From an optimization exercise on the open Yosys and OpenROAD flow, aimed at small area, a short achievable clock period and few clock cycles per item; shortcuts taken in it are not production practice. The RTL was checked by simulation tests, not by an equivalence proof against the original design.

$ cat design/flow/run.sh
#!/bin/bash
# synth_recipe.tcl (not shown) runs the flow's synth.tcl, then flattens the netlist and writes it again
# the make line also repeats each setting of config.mk as NAME=value (left out here)
make -C /OpenROAD-flow-scripts/flow DESIGN_CONFIG=/design/flow/config.mk WORK_HOME=/design/flow/orfs CLKGATE_MAP_FILE= SYNTH_SCRIPT=/design/flow/synth_recipe.tcl finish
$ cat design/flow/config.mk
export PLATFORM = sky130hd
export DESIGN_NAME = net_4_8_12_16_16_1_10
export DESIGN_NICKNAME = net_4_8_12_16_16_1_10
export VERILOG_FILES = /design/flow/design.v
export SDC_FILE = /design/flow/constraint.sdc
export NUM_CORES = 4
export LEC_CHECK = 0
export CAP_MARGIN = 20
export CORE_MARGIN = 2
export CORE_UTILIZATION = 40
export SLEW_MARGIN = 20
$ cat design/flow/constraint.sdc
create_clock -name core_clock -period 12.0 [get_ports {clk}]
set_input_delay 2.4000 -clock core_clock [delete_from_list [all_inputs] [get_ports {clk}]]
set_output_delay 2.4000 -clock core_clock [all_outputs]
set_load 0.01 [all_outputs]
$ cat design/flow/design.v
module controlFSM(clk, reset, input_valid, output_ready, addr_x, wr_en_x,addr_w,
                 clear_acc, en_acc, input_ready, output_valid, countToP);
    parameter M = 12;
    parameter N = 12;
    parameter P = 1;
    localparam LOGSIZE_M = $clog2(M*N);  
    localparam LOGSIZE_N = $clog2(N);
    localparam LOGSIZE_P = $clog2(P);
    localparam JUMP = N*(P-1) + 1; 
    input clk;
    input reset;
    input input_valid;
    input output_ready;
    output logic unsigned [LOGSIZE_N-1 : 0] addr_x;  
    output logic unsigned [LOGSIZE_M-1 : 0] addr_w;  
    output logic wr_en_x;  
    output logic clear_acc;
    output logic en_acc;
    output logic input_ready;
    output logic output_valid;
    logic unsigned [LOGSIZE_N : 0] countLoad;  
    logic unsigned [LOGSIZE_M : 0] countComp;  
    logic unsigned [LOGSIZE_N - 1: 0] countVec;
    logic unsigned iterationDone;
    logic unsigned loadingDone;
    logic unsigned [LOGSIZE_M : 0] out_index_count; 
    logic unsigned temp;
    logic unsigned [LOGSIZE_N-1 : 0] countToN;
    output logic unsigned [LOGSIZE_P-1 : 0] countToP;
    typedef enum logic [1:0] {Loading, Compute} State;
    State currentState, nextState;
    always_ff @(posedge clk) begin
        if(reset) begin
            currentState <= Loading;
        end
        else currentState <= nextState;
    end
    always_comb begin
        case (currentState)
            Loading: begin
                if(countLoad == N) begin
                    loadingDone = 1;
                    nextState = Compute;  
                end 
                else begin
                    nextState = Loading;
                    loadingDone = 0;
                end
            end
            Compute: begin
                loadingDone = 0;
                if(out_index_count == M) nextState = Loading;
                else nextState = Compute;
            end
            default: begin
                nextState = Loading;
                loadingDone = 0;
            end
        endcase
    end
    always_comb begin
        if (currentState == Loading) begin
            addr_w = 0;
            if(countLoad < N) begin
                input_ready = 1;
                wr_en_x = 1;
            end
            else begin
                input_ready = 0;
                wr_en_x = 0;
            end
            if(input_valid && input_ready) begin
                if(countLoad < N) begin
                    wr_en_x = 1; 
                    addr_x = countLoad;
                end
                else begin
                    wr_en_x = 0;
                    addr_x = 0;
                end
            end
            else begin
                wr_en_x = 0;
                addr_x = 0;
            end
        end
        else if (currentState == Compute) begin
            wr_en_x = 0;
            input_ready = 0;
            addr_w = countComp;
            addr_x = countVec;
        end
        else begin
            input_ready = 0;
            wr_en_x = 0;
            addr_x = 0;
            addr_w = 0;
        end
    end
    always_ff @(posedge clk) begin
        if(currentState == Loading) begin
            if(reset) countLoad <= 0;
            countComp <= 0;
            countVec <= 0;
            countToN <= 0;
            countToP <= 0;
            en_acc <= 0;
            clear_acc <= 1; 
            output_valid <= 0;
            iterationDone <= 0;
            temp <= 0;
            out_index_count <= 0;
            if(loadingDone == 1)begin
                countLoad <= 0;
            end
            if(input_valid && input_ready)
                countLoad <= countLoad + 1;  
        end
        if(currentState == Compute)begin
            if(iterationDone) begin
                countVec <= 0;
                countToN <= 0;
                en_acc <= 0;
                output_valid <= 1;
                if(output_ready && output_valid)begin
                    countToP <= countToP + 1;                    
                    if(countToP == P-1) begin
                        clear_acc <= 1;
                        countToP <= 0;
                        output_valid <= 0;
                        iterationDone <= 0;
                    end
                    temp <= 1;
                    out_index_count <= out_index_count + 1;
                end 
            end
            else begin
                clear_acc <= 0;
                if(countComp == 0 || temp || countVec != 0 ) begin  
                    if(countToN == N-1) begin
                        countComp <= countComp + JUMP;
                    end
                    else begin
                        countToN <= countToN + 1;
                        countComp <= countComp + 1;
                    end
                    if(countVec == N-1) countVec <= 0;
                    else countVec <= countVec + 1;
                    en_acc <= 1;
                    output_valid <= 0;
                    temp <= 0; 
                end        
                else begin
                    iterationDone <= 1;
                end
            end 
        end
    end
endmodule
module datapath(clk, reset, clear_acc, en_acc,
                output_data, output_ready, output_valid, m_out, v_out);
    parameter WIDTH = 12;
    parameter R = 0;
    input clk, reset;
    input unsigned clear_acc, en_acc;
    output logic signed [WIDTH-1 : 0] output_data;
    input logic output_ready;
    input logic output_valid;
    input logic signed [WIDTH - 1 : 0] v_out;
    input logic signed [WIDTH - 1 : 0] m_out;
    logic signed [WIDTH : 0] result;
    logic signed [WIDTH : 0] intermediate;
    always_comb begin
        if((v_out * m_out) > 2**(WIDTH-1) -1) intermediate = 2**(WIDTH-1) -1;
        else if((v_out * m_out) < -(2**(WIDTH-1))) intermediate = -(2**(WIDTH-1));
        else intermediate = (v_out * m_out); 
    end
    always_ff @(posedge clk) begin
        if(clear_acc) begin
        end
        else if (en_acc) begin
            if(result > 2**(WIDTH-1) -1) begin 
                output_data <= 2**(WIDTH-1) -1;
            end
            else if(result < -(2**(WIDTH-1))) begin
                if(R == 1) output_data <= 0;
                else begin                    
                    output_data <= -(2**(WIDTH-1));
                end
            end
            else begin
                if(R == 1 && result < 0)
                    output_data <= 0;
                else output_data <= result;                
            end
        end
    end
    always_ff @(posedge clk) begin
        if(clear_acc) begin
            result <= 0;
        end
        else if(en_acc) begin
            if((result + intermediate)  > 2**(WIDTH-1) -1) begin
                result <=  2**(WIDTH-1) -1;
            end
            else if ((result + intermediate) < -(2**(WIDTH-1))) begin
                result <= -(2**(WIDTH-1));
            end    
            else result <= intermediate + result;
        end
    end
endmodule
module memory(clk, data_in, data_out, addr, wr_en);
    parameter                   WIDTH = 16;  
    parameter                   SIZE = 64;   
    localparam                  LOGSIZE = $clog2(SIZE);  
    input [WIDTH-1 : 0]         data_in;
    output logic [WIDTH-1 : 0]  data_out;
    input [LOGSIZE-1 : 0]       addr;
    input                       clk;
    input                       wr_en;
    logic [SIZE-1 : 0][WIDTH-1 : 0] mem;
    always_ff @(posedge clk) begin
        data_out <= mem[addr];
        if(wr_en) 
            mem[addr] <= data_in;
    end
endmodule
module net_4_8_12_16_16_1_10(clk, reset, input_valid, input_ready, input_data, output_valid, output_ready, output_data);
	input clk, reset, input_valid, output_ready;
	input signed [15 : 0] input_data;
	output signed [15 : 0] output_data;
	output output_valid, input_ready;
	logic signed [15 : 0] layer1_output_data;
	logic unsigned layer1_output_valid;
	logic unsigned layer2_input_ready;
	logic signed [15 : 0] layer2_output_data;
	logic unsigned layer2_output_valid;
	logic unsigned layer3_input_ready;
l1_fc_8_4_16_1_2	layer1(.clk(clk), .reset(reset), .input_valid(input_valid), 
					.input_data(input_data), .input_ready(input_ready), .output_data(layer1_output_data), 
					.output_valid(layer1_output_valid), .output_ready(layer2_input_ready));
l2_fc_12_8_16_1_3	layer2(.clk(clk), .reset(reset), .input_data(layer1_output_data), .input_valid(layer1_output_valid), 
					 .input_ready(layer2_input_ready), .output_data(layer2_output_data), .output_valid(layer2_output_valid), .output_ready(layer3_input_ready));
l3_fc3_16_12_16_1_4	layer3(.clk(clk), .reset(reset), .input_data(layer2_output_data), .input_valid(layer2_output_valid), 
					 .input_ready(layer3_input_ready), .output_data(output_data), .output_valid(output_valid), .output_ready(output_ready));
endmodule
module l1_fc_8_4_16_1_2(clk, reset, input_valid, input_ready, input_data, output_valid, output_ready, output_data);
	parameter M = 8;
	parameter N = 4;
	parameter T = 16;
	parameter R = 1;
	localparam LOGSIZE_M = $clog2(M*N);
	localparam LOGSIZE_N = $clog2(N);
	input clk, reset, input_valid, output_ready;
	input signed [T-1 : 0] input_data;
	output signed [T-1 : 0] output_data;
	output output_valid, input_ready;
	logic unsigned [0 : 0] sel;
	logic signed [T-1 : 0] parallel_out0;
	logic signed [T-1 : 0] parallel_out1;
	logic unsigned[1 : 0] addr_x;
	logic signed [15 : 0] v_out;
	logic unsigned wr_en_x;
	logic unsigned[4 : 0] addr;
	logic unsigned[4 : 0] addr_w0;
	logic signed [15 : 0] m_out0;
	logic unsigned[4 : 0] addr_w1;
	logic signed [15 : 0] m_out1;
	logic unsigned clear_acc;
	logic unsigned en_acc;
	always_comb begin
		addr_w0 = addr + 0;
		addr_w1 = addr + 4;
	end
	controlFSM #(8,4,2) controlMod(.clk(clk), .reset(reset), .input_valid(input_valid), .output_ready(output_ready),
									.addr_x(addr_x) , .wr_en_x(wr_en_x),.addr_w(addr), .en_acc(en_acc), .clear_acc(clear_acc),
									.input_ready(input_ready), .output_valid(output_valid), .countToP(sel));
	memory #(16, 4 )  vector(.clk(clk), .data_in(input_data), .data_out(v_out), .addr(addr_x), .wr_en(wr_en_x));
	l1_fc_8_4_16_1_2_mux #(16, 2) muxMod(.parallel_out0(parallel_out0), .parallel_out1(parallel_out1), .sel(sel), .f(output_data));
	datapath #(16, 1) datapathMod0(.clk(clk), .reset(reset), .m_out(m_out0), .v_out(v_out),.en_acc(en_acc),
									.output_data(parallel_out0), .clear_acc(clear_acc), .output_valid(output_valid),
									.output_ready(output_ready));
	datapath #(16, 1) datapathMod1(.clk(clk), .reset(reset), .m_out(m_out1), .v_out(v_out),.en_acc(en_acc),
									.output_data(parallel_out1), .clear_acc(clear_acc), .output_valid(output_valid),
									.output_ready(output_ready));
	l1_fc_8_4_16_1_2_W_rom  matrixRom(.clk(clk),.addr0(addr_w0), .addr1(addr_w1), .z0(m_out0), .z1(m_out1));
endmodule
module l1_fc_8_4_16_1_2_mux(parallel_out0, parallel_out1, sel, f);
	parameter T = 16;
	parameter P = 2;
	output signed [T-1 : 0] f;
	input logic unsigned [0 : 0] sel;
	input signed [T-1 : 0] parallel_out0;
	input signed [T-1 : 0] parallel_out1;
	logic unsigned [P*T-1 : 0] array;
	assign  array = {parallel_out0[15 : 0], parallel_out1[15: 0]};
	assign f = (sel == 0) ? parallel_out0 : 
			(sel == 1) ? parallel_out1 : 16'b0;
endmodule
module l1_fc_8_4_16_1_2_W_rom(clk, addr0, addr1, z0, z1);
	input clk;
	input [4:0] addr0;
	input [4:0] addr1;
	output logic signed [15:0] z0;
	output logic signed [15:0] z1;
	always_ff @(posedge clk) begin
		case(addr0)
		0: z0 <= -16'd6;
		1: z0 <= -16'd3;
		2: z0 <= 16'd6;
		3: z0 <= 16'd2;
		8: z0 <= -16'd1;
		9: z0 <= 16'd0;
		10: z0 <= 16'd1;
		11: z0 <= -16'd7;
		16: z0 <= 16'd3;
		17: z0 <= 16'd6;
		18: z0 <= -16'd1;
		19: z0 <= -16'd8;
		24: z0 <= 16'd5;
		25: z0 <= -16'd1;
		26: z0 <= 16'd7;
		27: z0 <= -16'd7;
		endcase
		case(addr1)
		4: z1 <= -16'd1;
		5: z1 <= 16'd3;
		6: z1 <= 16'd4;
		7: z1 <= -16'd3;
		12: z1 <= -16'd1;
		13: z1 <= 16'd3;
		14: z1 <= 16'd3;
		15: z1 <= -16'd7;
		20: z1 <= -16'd5;
		21: z1 <= -16'd4;
		22: z1 <= 16'd3;
		23: z1 <= 16'd5;
		28: z1 <= -16'd5;
		29: z1 <= -16'd4;
		30: z1 <= 16'd6;
		31: z1 <= -16'd2;
		endcase
	end
endmodule
module l2_fc_12_8_16_1_3(clk, reset, input_valid, input_ready, input_data, output_valid, output_ready, output_data);
	parameter M = 12;
	parameter N = 8;
	parameter T = 16;
	parameter R = 1;
	localparam LOGSIZE_M = $clog2(M*N);
	localparam LOGSIZE_N = $clog2(N);
	input clk, reset, input_valid, output_ready;
	input signed [T-1 : 0] input_data;
	output signed [T-1 : 0] output_data;
	output output_valid, input_ready;
	logic unsigned [1 : 0] sel;
	logic signed [T-1 : 0] parallel_out0;
	logic signed [T-1 : 0] parallel_out1;
	logic signed [T-1 : 0] parallel_out2;
	logic unsigned[2 : 0] addr_x;
	logic signed [15 : 0] v_out;
	logic unsigned wr_en_x;
	logic unsigned[6 : 0] addr;
	logic unsigned[6 : 0] addr_w0;
	logic signed [15 : 0] m_out0;
	logic unsigned[6 : 0] addr_w1;
	logic signed [15 : 0] m_out1;
	logic unsigned[6 : 0] addr_w2;
	logic signed [15 : 0] m_out2;
	logic unsigned clear_acc;
	logic unsigned en_acc;
	always_comb begin
		addr_w0 = addr + 0;
		addr_w1 = addr + 8;
		addr_w2 = addr + 16;
	end
	controlFSM #(12,8,3) controlMod(.clk(clk), .reset(reset), .input_valid(input_valid), .output_ready(output_ready),
									.addr_x(addr_x) , .wr_en_x(wr_en_x),.addr_w(addr), .en_acc(en_acc), .clear_acc(clear_acc),
									.input_ready(input_ready), .output_valid(output_valid), .countToP(sel));
	memory #(16, 8 )  vector(.clk(clk), .data_in(input_data), .data_out(v_out), .addr(addr_x), .wr_en(wr_en_x));
	l2_fc_12_8_16_1_3_mux #(16, 3) muxMod(.parallel_out0(parallel_out0), .parallel_out1(parallel_out1), .parallel_out2(parallel_out2), .sel(sel), .f(output_data));
	datapath #(16, 1) datapathMod0(.clk(clk), .reset(reset), .m_out(m_out0), .v_out(v_out),.en_acc(en_acc),
									.output_data(parallel_out0), .clear_acc(clear_acc), .output_valid(output_valid),
									.output_ready(output_ready));
	datapath #(16, 1) datapathMod1(.clk(clk), .reset(reset), .m_out(m_out1), .v_out(v_out),.en_acc(en_acc),
									.output_data(parallel_out1), .clear_acc(clear_acc), .output_valid(output_valid),
									.output_ready(output_ready));
	datapath #(16, 1) datapathMod2(.clk(clk), .reset(reset), .m_out(m_out2), .v_out(v_out),.en_acc(en_acc),
									.output_data(parallel_out2), .clear_acc(clear_acc), .output_valid(output_valid),
									.output_ready(output_ready));
	l2_fc_12_8_16_1_3_W_rom  matrixRom(.clk(clk),.addr0(addr_w0), .addr1(addr_w1), .addr2(addr_w2), .z0(m_out0), .z1(m_out1), .z2(m_out2));
endmodule
module l2_fc_12_8_16_1_3_mux(parallel_out0, parallel_out1, parallel_out2, sel, f);
	parameter T = 16;
	parameter P = 3;
	output signed [T-1 : 0] f;
	input logic unsigned [1 : 0] sel;
	input signed [T-1 : 0] parallel_out0;
	input signed [T-1 : 0] parallel_out1;
	input signed [T-1 : 0] parallel_out2;
	logic unsigned [P*T-1 : 0] array;
	assign  array = {parallel_out0[15 : 0], parallel_out1[15 : 0], parallel_out2[15: 0]};
	assign f = (sel == 0) ? parallel_out0 : 
			(sel == 1) ? parallel_out1 : 
			(sel == 2) ? parallel_out2 : 16'b0;
endmodule
module l2_fc_12_8_16_1_3_W_rom(clk, addr0, addr1, addr2, z0, z1, z2);
	input clk;
	input [6:0] addr0;
	input [6:0] addr1;
	input [6:0] addr2;
	output logic signed [15:0] z0;
	output logic signed [15:0] z1;
	output logic signed [15:0] z2;
	always_ff @(posedge clk) begin
		case(addr0)
		0: z0 <= 16'd1;
		1: z0 <= 16'd4;
		2: z0 <= -16'd8;
		3: z0 <= -16'd8;
		4: z0 <= 16'd0;
		5: z0 <= 16'd4;
		6: z0 <= -16'd3;
		7: z0 <= 16'd7;
		24: z0 <= 16'd1;
		25: z0 <= 16'd1;
		26: z0 <= -16'd1;
		27: z0 <= 16'd4;
		28: z0 <= 16'd5;
		29: z0 <= -16'd3;
		30: z0 <= -16'd6;
		31: z0 <= -16'd2;
		48: z0 <= -16'd6;
		49: z0 <= -16'd6;
		50: z0 <= 16'd3;
		51: z0 <= 16'd3;
		52: z0 <= -16'd4;
		53: z0 <= -16'd3;
		54: z0 <= -16'd7;
		55: z0 <= 16'd5;
		72: z0 <= 16'd2;
		73: z0 <= -16'd5;
		74: z0 <= 16'd0;
		75: z0 <= 16'd7;
		76: z0 <= -16'd7;
		77: z0 <= -16'd4;
		78: z0 <= 16'd6;
		79: z0 <= -16'd4;
		endcase
		case(addr1)
		8: z1 <= -16'd3;
		9: z1 <= 16'd7;
		10: z1 <= -16'd8;
		11: z1 <= 16'd4;
		12: z1 <= 16'd2;
		13: z1 <= 16'd3;
		14: z1 <= 16'd5;
		15: z1 <= -16'd2;
		32: z1 <= -16'd7;
		33: z1 <= -16'd5;
		34: z1 <= -16'd1;
		35: z1 <= 16'd1;
		36: z1 <= 16'd7;
		37: z1 <= 16'd4;
		38: z1 <= 16'd1;
		39: z1 <= -16'd4;
		56: z1 <= 16'd7;
		57: z1 <= 16'd0;
		58: z1 <= 16'd1;
		59: z1 <= 16'd4;
		60: z1 <= 16'd5;
		61: z1 <= 16'd4;
		62: z1 <= -16'd5;
		63: z1 <= 16'd6;
		80: z1 <= -16'd2;
		81: z1 <= 16'd1;
		82: z1 <= 16'd7;
		83: z1 <= 16'd2;
		84: z1 <= 16'd7;
		85: z1 <= -16'd8;
		86: z1 <= -16'd1;
		87: z1 <= 16'd6;
		endcase
		case(addr2)
		16: z2 <= 16'd1;
		17: z2 <= -16'd4;
		18: z2 <= -16'd2;
		19: z2 <= 16'd5;
		20: z2 <= 16'd0;
		21: z2 <= -16'd7;
		22: z2 <= 16'd2;
		23: z2 <= -16'd2;
		40: z2 <= 16'd3;
		41: z2 <= 16'd1;
		42: z2 <= -16'd8;
		43: z2 <= -16'd2;
		44: z2 <= -16'd3;
		45: z2 <= 16'd6;
		46: z2 <= 16'd4;
		47: z2 <= 16'd6;
		64: z2 <= 16'd7;
		65: z2 <= 16'd2;
		66: z2 <= 16'd0;
		67: z2 <= 16'd6;
		68: z2 <= -16'd2;
		69: z2 <= -16'd7;
		70: z2 <= -16'd5;
		71: z2 <= -16'd6;
		88: z2 <= 16'd0;
		89: z2 <= -16'd7;
		90: z2 <= 16'd2;
		91: z2 <= -16'd3;
		92: z2 <= 16'd5;
		93: z2 <= 16'd5;
		94: z2 <= -16'd5;
		95: z2 <= 16'd4;
		endcase
	end
endmodule
module l3_fc3_16_12_16_1_4(clk, reset, input_valid, input_ready, input_data, output_valid, output_ready, output_data);
	parameter M = 16;
	parameter N = 12;
	parameter T = 16;
	parameter R = 1;
	localparam LOGSIZE_M = $clog2(M*N);
	localparam LOGSIZE_N = $clog2(N);
	input clk, reset, input_valid, output_ready;
	input signed [T-1 : 0] input_data;
	output signed [T-1 : 0] output_data;
	output output_valid, input_ready;
	logic unsigned [1 : 0] sel;
	logic signed [T-1 : 0] parallel_out0;
	logic signed [T-1 : 0] parallel_out1;
	logic signed [T-1 : 0] parallel_out2;
	logic signed [T-1 : 0] parallel_out3;
	logic unsigned[3 : 0] addr_x;
	logic signed [15 : 0] v_out;
	logic unsigned wr_en_x;
	logic unsigned[7 : 0] addr;
	logic unsigned[7 : 0] addr_w0;
	logic signed [15 : 0] m_out0;
	logic unsigned[7 : 0] addr_w1;
	logic signed [15 : 0] m_out1;
	logic unsigned[7 : 0] addr_w2;
	logic signed [15 : 0] m_out2;
	logic unsigned[7 : 0] addr_w3;
	logic signed [15 : 0] m_out3;
	logic unsigned clear_acc;
	logic unsigned en_acc;
	always_comb begin
		addr_w0 = addr + 0;
		addr_w1 = addr + 12;
		addr_w2 = addr + 24;
		addr_w3 = addr + 36;
	end
	controlFSM #(16,12,4) controlMod(.clk(clk), .reset(reset), .input_valid(input_valid), .output_ready(output_ready),
									.addr_x(addr_x) , .wr_en_x(wr_en_x),.addr_w(addr), .en_acc(en_acc), .clear_acc(clear_acc),
									.input_ready(input_ready), .output_valid(output_valid), .countToP(sel));
	memory #(16, 12 )  vector(.clk(clk), .data_in(input_data), .data_out(v_out), .addr(addr_x), .wr_en(wr_en_x));
	l3_fc3_16_12_16_1_4_mux #(16, 4) muxMod(.parallel_out0(parallel_out0), .parallel_out1(parallel_out1), .parallel_out2(parallel_out2), .parallel_out3(parallel_out3), .sel(sel), .f(output_data));
	datapath #(16, 1) datapathMod0(.clk(clk), .reset(reset), .m_out(m_out0), .v_out(v_out),.en_acc(en_acc),
									.output_data(parallel_out0), .clear_acc(clear_acc), .output_valid(output_valid),
									.output_ready(output_ready));
	datapath #(16, 1) datapathMod1(.clk(clk), .reset(reset), .m_out(m_out1), .v_out(v_out),.en_acc(en_acc),
									.output_data(parallel_out1), .clear_acc(clear_acc), .output_valid(output_valid),
									.output_ready(output_ready));
	datapath #(16, 1) datapathMod2(.clk(clk), .reset(reset), .m_out(m_out2), .v_out(v_out),.en_acc(en_acc),
									.output_data(parallel_out2), .clear_acc(clear_acc), .output_valid(output_valid),
									.output_ready(output_ready));
	datapath #(16, 1) datapathMod3(.clk(clk), .reset(reset), .m_out(m_out3), .v_out(v_out),.en_acc(en_acc),
									.output_data(parallel_out3), .clear_acc(clear_acc), .output_valid(output_valid),
									.output_ready(output_ready));
	l3_fc3_16_12_16_1_4_W_rom  matrixRom(.clk(clk),.addr0(addr_w0), .addr1(addr_w1), .addr2(addr_w2), .addr3(addr_w3), .z0(m_out0), .z1(m_out1), .z2(m_out2), .z3(m_out3));
endmodule
module l3_fc3_16_12_16_1_4_mux(parallel_out0, parallel_out1, parallel_out2, parallel_out3, sel, f);
	parameter T = 16;
	parameter P = 4;
	output signed [T-1 : 0] f;
	input logic unsigned [1 : 0] sel;
	input signed [T-1 : 0] parallel_out0;
	input signed [T-1 : 0] parallel_out1;
	input signed [T-1 : 0] parallel_out2;
	input signed [T-1 : 0] parallel_out3;
	logic unsigned [P*T-1 : 0] array;
	assign  array = {parallel_out0[15 : 0], parallel_out1[15 : 0], parallel_out2[15 : 0], parallel_out3[15: 0]};
	assign f = (sel == 0) ? parallel_out0 : 
			(sel == 1) ? parallel_out1 : 
			(sel == 2) ? parallel_out2 : 
			(sel == 3) ? parallel_out3 : 16'b0;
endmodule
module l3_fc3_16_12_16_1_4_W_rom(clk, addr0, addr1, addr2, addr3, z0, z1, z2, z3);
	input clk;
	input [7:0] addr0;
	input [7:0] addr1;
	input [7:0] addr2;
	input [7:0] addr3;
	output logic signed [15:0] z0;
	output logic signed [15:0] z1;
	output logic signed [15:0] z2;
	output logic signed [15:0] z3;
	always_ff @(posedge clk) begin
		case(addr0)
		0: z0 <= -16'd1;
		1: z0 <= 16'd3;
		2: z0 <= 16'd2;
		3: z0 <= 16'd6;
		4: z0 <= 16'd4;
		5: z0 <= 16'd5;
		6: z0 <= -16'd8;
		7: z0 <= -16'd1;
		8: z0 <= -16'd7;
		9: z0 <= 16'd0;
		10: z0 <= -16'd2;
		11: z0 <= -16'd6;
		48: z0 <= -16'd2;
		49: z0 <= 16'd4;
		50: z0 <= 16'd3;
		51: z0 <= 16'd3;
		52: z0 <= -16'd8;
		53: z0 <= -16'd2;
		54: z0 <= 16'd1;
		55: z0 <= -16'd2;
		56: z0 <= 16'd3;
		57: z0 <= 16'd3;
		58: z0 <= 16'd0;
		59: z0 <= 16'd6;
		96: z0 <= -16'd3;
		97: z0 <= -16'd4;
		98: z0 <= 16'd6;
		99: z0 <= 16'd7;
		100: z0 <= 16'd2;
		101: z0 <= 16'd4;
		102: z0 <= 16'd1;
		103: z0 <= 16'd3;
		104: z0 <= -16'd4;
		105: z0 <= -16'd8;
		106: z0 <= 16'd5;
		107: z0 <= 16'd5;
		144: z0 <= -16'd6;
		145: z0 <= 16'd1;
		146: z0 <= 16'd3;
		147: z0 <= 16'd2;
		148: z0 <= 16'd5;
		149: z0 <= 16'd7;
		150: z0 <= -16'd7;
		151: z0 <= -16'd7;
		152: z0 <= 16'd5;
		153: z0 <= 16'd0;
		154: z0 <= 16'd6;
		155: z0 <= 16'd6;
		endcase
		case(addr1)
		12: z1 <= 16'd4;
		13: z1 <= -16'd4;
		14: z1 <= -16'd2;
		15: z1 <= -16'd6;
		16: z1 <= 16'd6;
		17: z1 <= -16'd3;
		18: z1 <= 16'd5;
		19: z1 <= 16'd5;
		20: z1 <= -16'd3;
		21: z1 <= -16'd4;
		22: z1 <= 16'd3;
		23: z1 <= 16'd5;
		60: z1 <= -16'd7;
		61: z1 <= -16'd1;
		62: z1 <= 16'd1;
		63: z1 <= -16'd5;
		64: z1 <= -16'd8;
		65: z1 <= -16'd7;
		66: z1 <= -16'd7;
		67: z1 <= -16'd2;
		68: z1 <= 16'd2;
		69: z1 <= -16'd2;
		70: z1 <= 16'd6;
		71: z1 <= 16'd2;
		108: z1 <= -16'd2;
		109: z1 <= 16'd4;
		110: z1 <= 16'd3;
		111: z1 <= 16'd0;
		112: z1 <= -16'd1;
		113: z1 <= -16'd3;
		114: z1 <= 16'd3;
		115: z1 <= -16'd1;
		116: z1 <= 16'd0;
		117: z1 <= -16'd5;
		118: z1 <= -16'd5;
		119: z1 <= -16'd1;
		156: z1 <= -16'd6;
		157: z1 <= -16'd6;
		158: z1 <= -16'd3;
		159: z1 <= -16'd8;
		160: z1 <= -16'd3;
		161: z1 <= 16'd2;
		162: z1 <= 16'd0;
		163: z1 <= -16'd3;
		164: z1 <= 16'd1;
		165: z1 <= 16'd4;
		166: z1 <= 16'd1;
		167: z1 <= 16'd1;
		endcase
		case(addr2)
		24: z2 <= -16'd3;
		25: z2 <= -16'd3;
		26: z2 <= -16'd6;
		27: z2 <= -16'd6;
		28: z2 <= -16'd5;
		29: z2 <= -16'd2;
		30: z2 <= 16'd6;
		31: z2 <= 16'd2;
		32: z2 <= -16'd7;
		33: z2 <= 16'd1;
		34: z2 <= 16'd0;
		35: z2 <= 16'd6;
		72: z2 <= -16'd7;
		73: z2 <= 16'd0;
		74: z2 <= -16'd1;
		75: z2 <= -16'd7;
		76: z2 <= 16'd0;
		77: z2 <= -16'd2;
		78: z2 <= 16'd7;
		79: z2 <= 16'd6;
		80: z2 <= -16'd6;
		81: z2 <= 16'd2;
		82: z2 <= 16'd2;
		83: z2 <= -16'd6;
		120: z2 <= -16'd4;
		121: z2 <= 16'd6;
		122: z2 <= -16'd1;
		123: z2 <= 16'd4;
		124: z2 <= -16'd7;
		125: z2 <= 16'd2;
		126: z2 <= -16'd4;
		127: z2 <= -16'd2;
		128: z2 <= 16'd6;
		129: z2 <= -16'd5;
		130: z2 <= -16'd3;
		131: z2 <= 16'd0;
		168: z2 <= 16'd4;
		169: z2 <= 16'd2;
		170: z2 <= 16'd7;
		171: z2 <= 16'd1;
		172: z2 <= -16'd2;
		173: z2 <= 16'd5;
		174: z2 <= 16'd5;
		175: z2 <= 16'd0;
		176: z2 <= -16'd1;
		177: z2 <= 16'd1;
		178: z2 <= -16'd5;
		179: z2 <= -16'd4;
		endcase
		case(addr3)
		36: z3 <= -16'd2;
		37: z3 <= 16'd0;
		38: z3 <= -16'd3;
		39: z3 <= -16'd1;
		40: z3 <= -16'd8;
		41: z3 <= 16'd3;
		42: z3 <= 16'd2;
		43: z3 <= 16'd4;
		44: z3 <= -16'd8;
		45: z3 <= -16'd8;
		46: z3 <= 16'd7;
		47: z3 <= 16'd6;
		84: z3 <= -16'd8;
		85: z3 <= -16'd5;
		86: z3 <= 16'd0;
		87: z3 <= 16'd4;
		88: z3 <= 16'd6;
		89: z3 <= -16'd7;
		90: z3 <= 16'd2;
		91: z3 <= -16'd8;
		92: z3 <= 16'd0;
		93: z3 <= -16'd5;
		94: z3 <= -16'd5;
		95: z3 <= 16'd0;
		132: z3 <= 16'd7;
		133: z3 <= 16'd7;
		134: z3 <= -16'd5;
		135: z3 <= -16'd4;
		136: z3 <= 16'd7;
		137: z3 <= -16'd8;
		138: z3 <= -16'd7;
		139: z3 <= -16'd2;
		140: z3 <= 16'd5;
		141: z3 <= 16'd4;
		142: z3 <= 16'd6;
		143: z3 <= -16'd4;
		180: z3 <= 16'd0;
		181: z3 <= -16'd4;
		182: z3 <= -16'd3;
		183: z3 <= -16'd3;
		184: z3 <= 16'd5;
		185: z3 <= -16'd5;
		186: z3 <= -16'd5;
		187: z3 <= 16'd7;
		188: z3 <= -16'd2;
		189: z3 <= 16'd0;
		190: z3 <= -16'd8;
		191: z3 <= 16'd3;
		endcase
	end
endmodule
==> impl_metrics.ini <==
[critical_path]
cp.buffers_inverters = 9
timing.rr.start = layer3.vector.data_out[7]
worst_setup_path_end_kind = register
critPathLaunchType = register
path_max_fanout = 17
path_common_cell = inv_1
slowest_delay_ps = 640
path_class = reg2reg
critPathRequiredTime_ps = 12660
crit_arrival_ps = 12070
crit_path_start = layer3.vector.data_out[7]
crit_family = adder cells
slowest_stage = fa_1

[route]
drtAntennaViolNets = 0
first_pass_iters = 8
wl_per_cell_um = 18.49
vias_per_cell = 5.204
num_vias = 90020
routed_wl_mm = 319.8
drc_errors = 0
first_iter_violations = 6633

[synthesis]
synth_commonest_cells = 2,812 x inv_1, 1,765 x fa_1, 1,278 x nand2_1
yosysSeqAreaShare = 0.1914
synth_cell_types = 97
synth_area_leaders = fa_1 29%, edfxtp_1 14%, ha_1 10%
netlist.area_leader.share = 0.2933
synth.avg_cell_area_um2 = 9.008
yosys.area.top_type = fa_1
synthArstFlopShare = 0
synth-edff-count = 576
ys_ff_latch = 864
ys.flop_type = edfxtp_1
syn_area_um2 = 120500
synthesis.instances = 13370
synthMostInstantiatedCell = inv_1
synth_warnings = 13

[clock_tree]
clk-insertion-delay-late_ps = 770
cts_buffers = 103
tritoncts = built
clk_pin_slew_ps = 60
cts_max_level = 3
root_buffer = clkbuf_16
cts_sinks = 864
clock_path_buffers = 3

[layout]
areaGrowthSynthToFinish_pct = 7.282
fill_cells = 29640
seq_area_um2 = 23060
final_cells = 17300
multi_input_area_um2 = 85110
layout.nets = 15970
drive_gt1_frac = 0.03787

[global_route]
antenna_found_initial = 7
grt_overflow = 0
grt_pass1_vias = 91010
grt_max_degree = 81
grt_usage = 0.2095
grt_pass1_wl_mm = 514.4

[timing]
finalHoldViolCount = 0
timing.final.crit_share = 0.9508
post-route-min-period_ps = 11410
fin_ws_ps = 589.9
relSlewSlack = 0.1753
slew_violations = 0
tightestPinTransition_ps = 1224
max_freq_mhz = 87.64
tns_ps = 0
clock_skew_ps = 47.98
finalSetupViolCount = 0
whs_ps = 479.9

[floorplan]
top_level_ports = 38
die_h_um = 552.8
start_util = 0.4019
die-area_um2 = 305600
row_count = 201
core_um2 = 299800
die_w_um = 552.8

[min_path]
worstHoldStart = layer2.controlMod.out_index_count[1]
hp-class = reg2reg

[placed_design]
place_ws_ps = 269.6
hpwl_mm = 258.4
gp_congestion = 0.9457
place_inst = 17070
port-buffer-count = 37

[status]
outcome = no timing/DRC/antenna violations

[run]
max_cap_viol_count = 0
-- worst min-delay path, stage by stage, from the launching register on --
cell	delay (ps)
dfxtp_1	320
nand2_1	60
a21oi_1	50
-- repair_timing --
action / in CTS / in global routing
hold buffers: 0 / 0
buffers inserted: 0 / 2
resized for setup: 0 / 13
setup endpoints to repair: 0 / 73
-- layer usage --
metal | GRT usage | routed length [um]
met5 | 0 | 0
met4 | 0.05901 | 9788
met3 | 0.02456 | 16740
met2 | 0.3433 | 148900
met1 | 0.2913 | 144300
-- stage by stage --
stage,instance area (um^2),util
2_1_floorplan,120500,-
5_1_grt,129200,0.4311
4_1_cts,129100,0.4306
3_5_place_dp,125600,0.4190
6_report,129200,0.4311
3_3_place_gp,125600,0.4188
-- kinds of logic after synthesis --
group / share of synthesized area
AOI/OAI and AO/OA: 0.1289
xor gates and xnor gates: 0.03584
adders and majority gates: 0.3945
buffers and inverters: 0.1043
DFF: 0.1914
muxes: 0.008994
other: 0.00003113
and+or+nand+nor: 0.1360
-- state kept, by name, indices dropped and copies added, names as in the netlist, 17 cells and up --
signal	cells
layer2.datapathMod1.result	17
layer3.vector.mem	192
layer2.vector.mem	128
layer3.datapathMod3.result	17
layer1.vector.mem	64
layer1.datapathMod1.result	17
layer3.datapathMod1.result	17
layer1.datapathMod0.result	17
layer2.datapathMod0.result	17
layer2.datapathMod2.result	17
layer3.datapathMod2.result	17
layer3.datapathMod0.result	17
-- cell type report --
type	count	area share
Multi-Input combinational cell	9174	0.6585
Antenna cell	32	0.0006196
Tap cell	3958	0.03832
Sequential cell	864	0.1785
Clock buffer	147	0.02249
Timing Repair Buffer	245	0.01512
Clock inverter	49	0.004269
Inverter	2828	0.08220
-- final timing paths --
path                                                to  slack, ps  cells past startpoint
setup reg to reg        layer3.datapathMod3.result[11]        590                     37
setup / recovery        layer3.datapathMod3.result[11]        590                     37
hold / removal    layer2.controlMod.out_index_count[1]        480                      2
hold reg to reg   layer2.controlMod.out_index_count[1]        480                      2
-- cell usage in the layout, fill, tap and decap left out, types with 152 or more instances in the layout --
master    instances
nand3_1         230
a22o_1          230
nor2_1          912
nand2b_1        152
o21ai_0         392
nand2_1        1278
and2_1          350
xor2_1          186
a21oi_1         504
xnor2_1         307
inv_1          2809
ha_1            972
edfxtp_1        576
fa_1           1763
a21o_1          210
dfxtp_1         286
buf_4           202
Testbench counts, summed over its fixed seeds: cycles 15,224, items 128.

-- separate check: timing with driven ports --
How much do the figures lean on ideal ports? The routed layout below was timed once more, with nothing changed but the port constraints.
Step 1 sets driving cells, clkbuf_16 on the clock port and buf_2 on the other inputs (assumed; they add their load-dependent delay and slew).
Step 2, shift: input delay + t, output delay - t, t = (earliest + latest rising clock arrival at the registers) / 2. This alone moves slack from input paths to output paths.
Slacks: ideal ports / drivers / drivers and shift; pairs: ideal ports / drivers.
t (ns): 0.847
slack for setup (ns): 0.590 / 0.590 / 0.590
worst setup path after step 2: register to register
clock arrival spread, ns: 0.054 / 0.055
pins driven straight from the clock port: 1
After both steps this run still meets setup and hold. The setup slack of this run moves by 0.000 ns with the drivers and by 0.000 ns with both steps.
